Source: an optimization exercise on an open RTL-to-GDS flow (aim: small area and a short achievable clock period). Production flows keep margins and buffers that such runs may drop.
Where RTL was checked, it was by simulation tests only, not by an equivalence proof against the original.
Power figures rest on the tool's default switching activity, not on a simulated workload.

## alu64_sync
module alu64_sync(
    input clk,
    input en,
    input MD,
    input [2:0] OP,
    input [63:0] R1,
    input [63:0] R2,
    output reg EQ,
    output reg GT,
    output reg LT,
    output reg OVR,
    output reg [63:0] Q
    );
export LEC_CHECK = 0
export ABC_AREA = 1
export CAP_MARGIN = 20
export CORE_MARGIN = 2
export CORE_UTILIZATION = 40
export SETUP_SLACK_MARGIN = 1.5
export SLEW_MARGIN = 20
create_clock -name core_clock -period 4.0 [get_ports {clk}]
standard.sh (not shown) runs the stock make flow with config.mk's settings and CLKGATE_MAP_FILE= SYNTH_SCRIPT=/design/flow/synth_recipe.tcl, a recipe that flattens the netlist after the stock synthesis.
==> flow/flow/run.sh <==
#!/bin/bash
# Standard ORFS layout (the standard.sh), with the port buffers made from the
# smallest buffer cell instead of the one buffer_ports picks by default.
set -euo pipefail
bash standard.sh BUFFER_PORTS_ARGS="-buffer_cell sky130_fd_sc_hd__buf_1" finish > standard.log 2>&1
Next try:
--- a/flow/design.v
+++ b/flow/design.v
@@ -575,37 +575,36 @@
 				default:	out = X0;
 			endcase
 		end
 		else
 		begin
 			out = XD;
 		end
 	end
 endmodule
 `timescale 1ns / 1ps
-module alu64(en, MD, OP, R1, R2, D, V, FILL, REV, ADD, BC, SLT, SGT, LT0, EQ0, EQ1, OVR);
+module alu64(en, MD, OP, R1, R2, D, V, FILL, REV, ADD, BC, SLT, SGT, LT, EQ, OVR);
     input en;
     input MD;
     input [2:0] OP;
     input [63:0] R1;
     input [63:0] R2;
     output [63:0] D;       
     output [5:0] V;        
     output FILL;           
     output REV;            
     output ADD;            
     output [7:1] BC;       
     output SLT;            
     output SGT;            
-    output LT0;            
-    output EQ0;            
-    output EQ1;            
+    output LT;
+    output EQ;
     output OVR;
     wire [63:0] a = R1;
     wire [63:0] b = R2;
     wire [63:0] p = a ^ b ^ {64{MD}};    
     wire [63:0] g = a & ~p;              
     wire [63:0] cl;    
     wire g0c = g[0] | (p[0] & MD);
     wire G0_1 = g[1] | (p[1] & g0c);
     wire P0_1 = p[1] & p[0];
     wire G0_3 = g[3] | (p[3] & g[2]);
@@ -1025,23 +1024,22 @@
     wire CE3_3 = CE2_7 & CE2_6;
     wire CL4_0 = CL3_1 | (CE3_1 & CL3_0);
     wire CE4_0 = CE3_1 & CE3_0;
     wire CL4_1 = CL3_3 | (CE3_3 & CL3_2);
     wire CE4_1 = CE3_3 & CE3_2;
     wire CL5_0 = CL4_1 | (CE4_1 & CL4_0);
     wire CE5_0 = CE4_1 & CE4_0;
     wire lt0 = CL5_0;
     wire eq0 = CE5_0;
     wire eq1 = &p;
-    assign LT0 = lt0;
-    assign EQ0 = eq0;
-    assign EQ1 = eq1;
+    assign LT = MD ? ~OVR : lt0;
+    assign EQ = MD ? eq1 : eq0;
     wire s_add = en & (OP == 3'b000);
     wire s_shl = en & (OP == 3'b001);
     wire s_shr = en & (OP == 3'b101);
     wire op_x = en & (OP == 3'b100);
     wire op_o = en & (OP == 3'b110);
     wire op_a = en & (OP == 3'b111);
     wire pas = ~en;
     wire sh0 = b[0];
     wire shr_a = s_shr & ~sh0;    
     wire shr_b = s_shr & sh0;     
@@ -1137,48 +1135,44 @@
     input [63:0] R1,
     input [63:0] R2,
     output reg EQ,
     output reg GT,
     output reg LT,
     output reg OVR,
     output reg [63:0] Q
     );
 	reg [63:0] D_r;
 	reg [5:1] V_r;
-	reg FILL_r, REV_r, ADD_r, SLT_r, SGT_r, LT0_r, EQ0_r, EQ1_r, MD_r, OVR_r;
+	reg FILL_r, REV_r, ADD_r, SLT_r, SGT_r, LT_r, EQ_r, OVR_r;
 	reg [7:1] BC_r;
 	wire [63:0] D_w, S_w;
 	wire [5:0] V_w;
-	wire FILL_w, REV_w, ADD_w, SLT_w, SGT_w, LT0_w, EQ0_w, EQ1_w, OVR_w;
+	wire FILL_w, REV_w, ADD_w, SLT_w, SGT_w, LT_w, EQ_w, OVR_w;
 	wire [7:1] BC_w;
-	wire LT_r = MD_r ? ~OVR_r : LT0_r;
-	wire EQ_r = MD_r ? EQ1_r : EQ0_r;
 	wire GT_1 = ~(LT_r | EQ_r);
 	always @(posedge clk)
 	begin
 		D_r <= D_w;
 		V_r <= V_w[5:1];
 		FILL_r <= FILL_w;
 		REV_r <= REV_w;
 		ADD_r <= ADD_w;
 		BC_r <= BC_w;
 		SLT_r <= SLT_w;
 		SGT_r <= SGT_w;
-		LT0_r <= LT0_w;
-		EQ0_r <= EQ0_w;
-		EQ1_r <= EQ1_w;
-		MD_r <= MD;
+		LT_r <= LT_w;
+		EQ_r <= EQ_w;
 		OVR_r <= OVR_w;
 		EQ <= EQ_r;
 		GT <= GT_1;
 		LT <= LT_r;
 		OVR <= OVR_r;
 		Q <= {S_w[63:1], S_w[0] | (SLT_r & LT_r) | (SGT_r & GT_1)};
 	end
 	alu64 u_front (
 		.en(en), .MD(MD), .OP(OP), .R1(R1), .R2(R2),
 		.D(D_w), .V(V_w), .FILL(FILL_w), .REV(REV_w), .ADD(ADD_w), .BC(BC_w),
-		.SLT(SLT_w), .SGT(SGT_w), .LT0(LT0_w), .EQ0(EQ0_w), .EQ1(EQ1_w), .OVR(OVR_w));
+		.SLT(SLT_w), .SGT(SGT_w), .LT(LT_w), .EQ(EQ_w), .OVR(OVR_w));
 	shift64 u_back (
 		.D(D_r), .V({V_r, 1'b0}), .FILL(FILL_r), .REV(REV_r), .ADD(ADD_r), .BC(BC_r),
 		.S(S_w));
 endmodule
Area after synthesis is lower slightly.
Hold slack got worse by 0.032 ns.
Final cell count is higher slightly.
Register-to-register slack improved by 0.04 ns.
Die area is lower slightly.
Maximum frequency is higher slightly.
No functional check of the RTL was part of the first run of this note.

Another version of the RTL of alu64_sync (not shown whole).
Size in the first run: roughly 2600 cells after synthesis, about 160 flip-flops, roughly 200 I/O pins, ~0.015 sq mm of cells after synthesis.
==> flow/config.mk <==
export PLATFORM = sky130hd
export DESIGN_NAME = alu64_sync
export DESIGN_NICKNAME = alu64_sync
export VERILOG_FILES = /design/flow/design.v
export SDC_FILE = /design/flow/constraint.sdc
export NUM_CORES = 4
export LEC_CHECK = 0
export ABC_AREA = 1
export CAP_MARGIN = 20
export CORE_MARGIN = 2
export CORE_UTILIZATION = 40
export CTS_BUF_LIST = sky130_fd_sc_hd__clkbuf_4 sky130_fd_sc_hd__clkbuf_8
export SETUP_SLACK_MARGIN = 1.5
export SLEW_MARGIN = 20
==> flow/constraint.sdc <==
create_clock -name core_clock -period 4.0 [get_ports {clk}]
set_input_delay 0.8000 -clock core_clock [delete_from_list [all_inputs] [get_ports {clk}]]
set_output_delay 0.8000 -clock core_clock [all_outputs]
set_load 0.01 [all_outputs]
Scripts as last shown in full above: flow/flow/run.sh
Change:
--- a/flow/design.v
+++ b/flow/design.v
@@ -874,26 +874,25 @@
     assign bc[9] = BG3_8;
     assign bc[10] = BG3_9;
     assign bc[11] = BG3_10;
     assign bc[12] = BG3_11;
     assign bc[13] = BG3_12;
     assign bc[14] = BG3_13;
     assign bc[15] = BG3_14;
     assign bc[16] = BG3_15;
     wire [63:0] s0 = p ^ cl;
     assign OVR = bc[16];
-    wire [63:0] x = a ^ b;
-    wire [63:0] lg;    
-    wire [63:0] le;    
-    assign lg[62:0] = ~a[62:0] & x[62:0];
-    assign lg[63] = x[63] & (a[63] ^ MD);
-    assign le = ~x;
+    wire [63:0] lg;
+    wire [63:0] le;
+    assign lg[62:0] = ~a[62:0] & p[62:0];
+    assign lg[63] = a[63] & p[63];
+    assign le = ~p;
     wire CL0_0 = lg[1] | (le[1] & lg[0]);
     wire CE0_0 = le[1] & le[0];
     wire CL0_1 = lg[3] | (le[3] & lg[2]);
     wire CE0_1 = le[3] & le[2];
     wire CL0_2 = lg[5] | (le[5] & lg[4]);
     wire CE0_2 = le[5] & le[4];
     wire CL0_3 = lg[7] | (le[7] & lg[6]);
     wire CE0_3 = le[7] & le[6];
     wire CL0_4 = lg[9] | (le[9] & lg[8]);
     wire CE0_4 = le[9] & le[8];
@@ -1006,22 +1005,25 @@
     wire CL3_2 = CL2_5 | (CE2_5 & CL2_4);
     wire CE3_2 = CE2_5 & CE2_4;
     wire CL3_3 = CL2_7 | (CE2_7 & CL2_6);
     wire CE3_3 = CE2_7 & CE2_6;
     wire CL4_0 = CL3_1 | (CE3_1 & CL3_0);
     wire CE4_0 = CE3_1 & CE3_0;
     wire CL4_1 = CL3_3 | (CE3_3 & CL3_2);
     wire CE4_1 = CE3_3 & CE3_2;
     wire CL5_0 = CL4_1 | (CE4_1 & CL4_0);
     wire CE5_0 = CE4_1 & CE4_0;
-    assign LT = CL5_0;
-    assign EQ = CE5_0;
+    wire lt0 = CL5_0;
+    wire eq0 = CE5_0;
+    wire eq1 = &p;
+    assign LT = MD ? ~OVR : lt0;
+    assign EQ = MD ? eq1 : eq0;
     wire s_add = en & (OP == 3'b000);
     wire s_shl = en & (OP == 3'b001);
     wire s_shr = en & (OP == 3'b101);
     wire op_x = en & (OP == 3'b100);
     wire op_o = en & (OP == 3'b110);
     wire op_a = en & (OP == 3'b111);
     wire pas = ~en;
     wire sh0 = b[0];
     wire shr_a = s_shr & ~sh0;    
     wire shr_b = s_shr & sh0;     
=>
- via count increases by about 2%
- routed wire length drops by about 9%
- non-clock buffer count rises by 6
- power decreases by about 0.3%
- utilization came out lower by 0.17 points
- global-route usage went down by 3.9 points
- maximum frequency climbs by about 2%
- cell area grows by 1.5%
- hold slack improved by 0.0035 ns
- setup slack improved by 0.047 ns
- clock power rises by about 6%
- synthesized area rose by 0.91%
- combinational power fell by about 4%

== lane 1 ==
RTL: one of the versions met above, not the one the previous note started from.
Size: roughly 2800 cells after synthesis, about 160 flip-flops, ~200 I/O pins.
export LEC_CHECK = 0
export ABC_AREA = 1
export CAP_MARGIN = 20
export CORE_MARGIN = 2
export CORE_UTILIZATION = 50
export CTS_BUF_LIST = sky130_fd_sc_hd__clkbuf_4 sky130_fd_sc_hd__clkbuf_8
export SETUP_SLACK_MARGIN = 1.7
export SLEW_MARGIN = 20
create_clock -name core_clock -period 4.0 [get_ports {clk}]
Scripts as last shown in full above: flow/flow/run.sh
#### Input delta (lane 2 over lane 1)
--- a/flow/design.v
+++ b/flow/design.v
@@ -874,25 +874,26 @@
     assign bc[9] = BG3_8;
     assign bc[10] = BG3_9;
     assign bc[11] = BG3_10;
     assign bc[12] = BG3_11;
     assign bc[13] = BG3_12;
     assign bc[14] = BG3_13;
     assign bc[15] = BG3_14;
     assign bc[16] = BG3_15;
     wire [63:0] s0 = p ^ cl;
     assign OVR = bc[16];
-    wire [63:0] lg;
-    wire [63:0] le;
-    assign lg[62:0] = ~a[62:0] & p[62:0];
-    assign lg[63] = a[63] & p[63];
-    assign le = ~p;
+    wire [63:0] x = a ^ b;
+    wire [63:0] lg;    
+    wire [63:0] le;    
+    assign lg[62:0] = ~a[62:0] & x[62:0];
+    assign lg[63] = x[63] & (a[63] ^ MD);
+    assign le = ~x;
     wire CL0_0 = lg[1] | (le[1] & lg[0]);
     wire CE0_0 = le[1] & le[0];
     wire CL0_1 = lg[3] | (le[3] & lg[2]);
     wire CE0_1 = le[3] & le[2];
     wire CL0_2 = lg[5] | (le[5] & lg[4]);
     wire CE0_2 = le[5] & le[4];
     wire CL0_3 = lg[7] | (le[7] & lg[6]);
     wire CE0_3 = le[7] & le[6];
     wire CL0_4 = lg[9] | (le[9] & lg[8]);
     wire CE0_4 = le[9] & le[8];
@@ -1005,25 +1006,22 @@
     wire CL3_2 = CL2_5 | (CE2_5 & CL2_4);
     wire CE3_2 = CE2_5 & CE2_4;
     wire CL3_3 = CL2_7 | (CE2_7 & CL2_6);
     wire CE3_3 = CE2_7 & CE2_6;
     wire CL4_0 = CL3_1 | (CE3_1 & CL3_0);
     wire CE4_0 = CE3_1 & CE3_0;
     wire CL4_1 = CL3_3 | (CE3_3 & CL3_2);
     wire CE4_1 = CE3_3 & CE3_2;
     wire CL5_0 = CL4_1 | (CE4_1 & CL4_0);
     wire CE5_0 = CE4_1 & CE4_0;
-    wire lt0 = CL5_0;
-    wire eq0 = CE5_0;
-    wire eq1 = &p;
-    assign LT = MD ? ~OVR : lt0;
-    assign EQ = MD ? eq1 : eq0;
+    assign LT = CL5_0;
+    assign EQ = CE5_0;
     wire s_add = en & (OP == 3'b000);
     wire s_shl = en & (OP == 3'b001);
     wire s_shr = en & (OP == 3'b101);
     wire op_x = en & (OP == 3'b100);
     wire op_o = en & (OP == 3'b110);
     wire op_a = en & (OP == 3'b111);
     wire pas = ~en;
     wire sh0 = b[0];
     wire shr_a = s_shr & ~sh0;    
     wire shr_b = s_shr & sh0;     
### Flow results
Lane 2 ran to completion and came out clean on the timing, DRC and antenna checks.
Die: lane 2 smaller than lane 1
Per-instance average area after synthesis (lane 2 vs. lane 1) increases by a few percent
The via count reported for lane 2 is lower than the one for lane 1.
Sequential-to-total area share from yosys stat was higher in the run labelled lane 2.
Delta (lane 2 minus lane 1): area share of buffers outside the clock network shows a reduction of 0.29 points; number of vias per cell was more or less identical.
Going from lane 1 to lane 2, share of cell area taken by muxes after synthesis +0.28 points, power +1.4%, relative contribution of combinational cells to total power +0.6 points.
Fmax shrinks by a few percent when moving from lane 1 to lane 2.
In the flow results for lane 1 and lane 2, the length of routed wiring on met1 is larger on lane 1.

## raven
alu64_sync, a different RTL version from the one above (not shown whole).
Size: about 2600 cells after synthesis, ~200 flip-flops, roughly 16000 um^2 of cells after synthesis.
export LEC_CHECK = 0
export ABC_AREA = 1
export CAP_MARGIN = 20
export CORE_MARGIN = 2
export CORE_UTILIZATION = 40
export SETUP_SLACK_MARGIN = 1.5
export SLEW_MARGIN = 20
create_clock -name core_clock -period 4.0 [get_ports {clk}]
run.sh (not shown) runs the stock make flow with config.mk's settings and CLKGATE_MAP_FILE= SYNTH_SCRIPT=/design/flow/synth_recipe.tcl, a recipe that flattens the netlist after the stock synthesis.
Stock flow here: none of the scripts above is used.
Every stage of the flow completed for raven, and the final layout passed the timing, DRC and antenna checks.
Relative to raven, the following input files were edited for sierra:
diff --git a/flow/design.v b/flow/design.v
--- a/flow/design.v
+++ b/flow/design.v
@@ -145,16 +145,17 @@
     output EQ;
     output GT;
     output LT;
     output OVR;
     output [63:0] Q;
     wire [63:0] p;                   
     assign p[63:6] = h[63:6];
     assign p[5:0] = a[5:0] ^ h[5:0] ^ {6{MD}};
+    wire [63:0] x = p ^ {64{MD}};    
     wire [63:0] g = a & ~p;          
     wire g0c = g[0] | (p[0] & MD);
     wire G0_1 = g[1] | (p[1] & g0c);
     wire P0_1 = p[1] & p[0];
     wire G0_3 = g[3] | (p[3] & g[2]);
     wire P0_3 = p[3] & p[2];
     wire G0_5 = g[5] | (p[5] & g[4]);
     wire P0_5 = p[5] & p[4];
@@ -457,19 +458,19 @@
     assign c[61] = G10_60;
     assign c[62] = G9_61;
     assign c[63] = G10_62;
     assign c[64] = G5_63;
     wire [63:0] sum = p ^ c[63:0];
     assign OVR = c[64];
     wire [63:0] lg;   
     wire [63:0] le;   
-    assign lg[62:0] = ~a[62:0] & p[62:0];
-    assign lg[63] = a[63] & p[63];
-    assign le = ~p;
+    assign lg[62:0] = ~a[62:0] & x[62:0];
+    assign lg[63] = MD ? (~a[63] & x[63]) : (a[63] & x[63]);
+    assign le = ~x;
     wire CL0_0 = lg[1] | (le[1] & lg[0]);
     wire CE0_0 = le[1] & le[0];
     wire CL0_1 = lg[3] | (le[3] & lg[2]);
     wire CE0_1 = le[3] & le[2];
     wire CL0_2 = lg[5] | (le[5] & lg[4]);
     wire CE0_2 = le[5] & le[4];
     wire CL0_3 = lg[7] | (le[7] & lg[6]);
     wire CE0_3 = le[7] & le[6];
@@ -586,21 +587,18 @@
     wire CL3_3 = CL2_7 | (CE2_7 & CL2_6);
     wire CE3_3 = CE2_7 & CE2_6;
     wire CL4_0 = CL3_1 | (CE3_1 & CL3_0);
     wire CE4_0 = CE3_1 & CE3_0;
     wire CL4_1 = CL3_3 | (CE3_3 & CL3_2);
     wire CE4_1 = CE3_3 & CE3_2;
     wire CL5_0 = CL4_1 | (CE4_1 & CL4_0);
     wire CE5_0 = CE4_1 & CE4_0;
-    wire lt0 = CL5_0;
-    wire eq0 = CE5_0;
-    wire eq1 = &p;
-    assign LT = MD ? ~c[64] : lt0;
-    assign EQ = MD ? eq1 : eq0;
+    assign LT = CL5_0;
+    assign EQ = CE5_0;
     assign GT = ~(LT | EQ);
     wire left = ~OP[2];               
     wire fill = MD & a[63] & OP[2];   
     wire [5:0] v = h[5:0];
     wire [63:0] ar;
     assign ar[0] = left ? a[63] : a[0];
     assign ar[1] = left ? a[62] : a[1];
     assign ar[2] = left ? a[61] : a[2];
## What came out
Status | sierra and raven | clean. Compared sierra against raven; sequential area share after synthesis within noise. Delta(smallest setup slack after layout, sierra - raven) < 0. From raven to sierra the numbers moved as follows: fraction of area in multi-input gates down 0.76 points, x dimension of the die flat. sierra ends up with lower routed wire length than raven does. Relative to raven, worst-margin pin slew has gone down in sierra. On maximum clock frequency: between sierra and raven, it ends up lower for sierra. The area added between synthesis and finish on sierra is in line with that on raven. TritonCTS buffer count in sierra vs raven: down about 4%. As far as synthesized area is concerned, raven and sierra perform about the same.
Function was not checked in any run of this note: the RTL went through the layout flow alone.

[port drivers added, routing unchanged]
How much do the figures lean on ideal ports? The routed layouts below were timed once more, with nothing changed but the port constraints. Step 1, drivers: a clkbuf_16 drives clk and a buf_2 each remaining input, both assumed. Step 2 moves the port delays by t, midway between the first and last clock arrival at a register: inputs arrive t later, outputs are due t later. That takes back most of the time a late clock gives input paths. Three values: ideal ports, drivers, drivers and shift; two values: the first two.
run | t, ns | setup WS [ns] | hold slack, ns | worst setup path after step 2 | clock arrival spread, ns
the first run of note 1 | 0.492 | 1.521 / 1.521 / 1.082 | 0.434 / 0.434 / 0.434 | input to register | 0.014 / 0.014
the second run of note 1 | 0.492 | 1.557 / 1.557 / 1.108 | 0.403 / 0.403 / 0.403 | input to register | 0.017 / 0.017
the first run of note 2 | 0.585 | 1.528 / 1.540 / 0.964 | 0.387 / 0.387 / 0.387 | input to register | 0.023 / 0.023
the second run of note 2 | 0.552 | 1.575 / 1.604 / 1.051 | 0.391 / 0.391 / 0.391 | input to register | 0.027 / 0.027
lane 1 | 0.510 | 1.729 / 1.729 / 1.257 | 0.319 / 0.319 / 0.319 | input to register | 0.027 / 0.027
lane 2 | 0.530 | 1.648 / 1.648 / 1.183 | 0.376 / 0.376 / 0.376 | input to register | 0.027 / 0.027
raven | 0.627 | 1.281 / 1.281 / 1.281 | 0.553 / 0.553 / 0.553 | register to register | 0.041 / 0.042
sierra | 0.607 | 1.204 / 1.204 / 1.204 | 0.523 / 0.523 / 0.523 | register to register | 0.021 / 0.020
After both steps setup and hold are still met in every run listed. The setup slack of the first run of note 2, which loses most, moves by +0.012 ns with the drivers and by -0.564 ns with both steps.
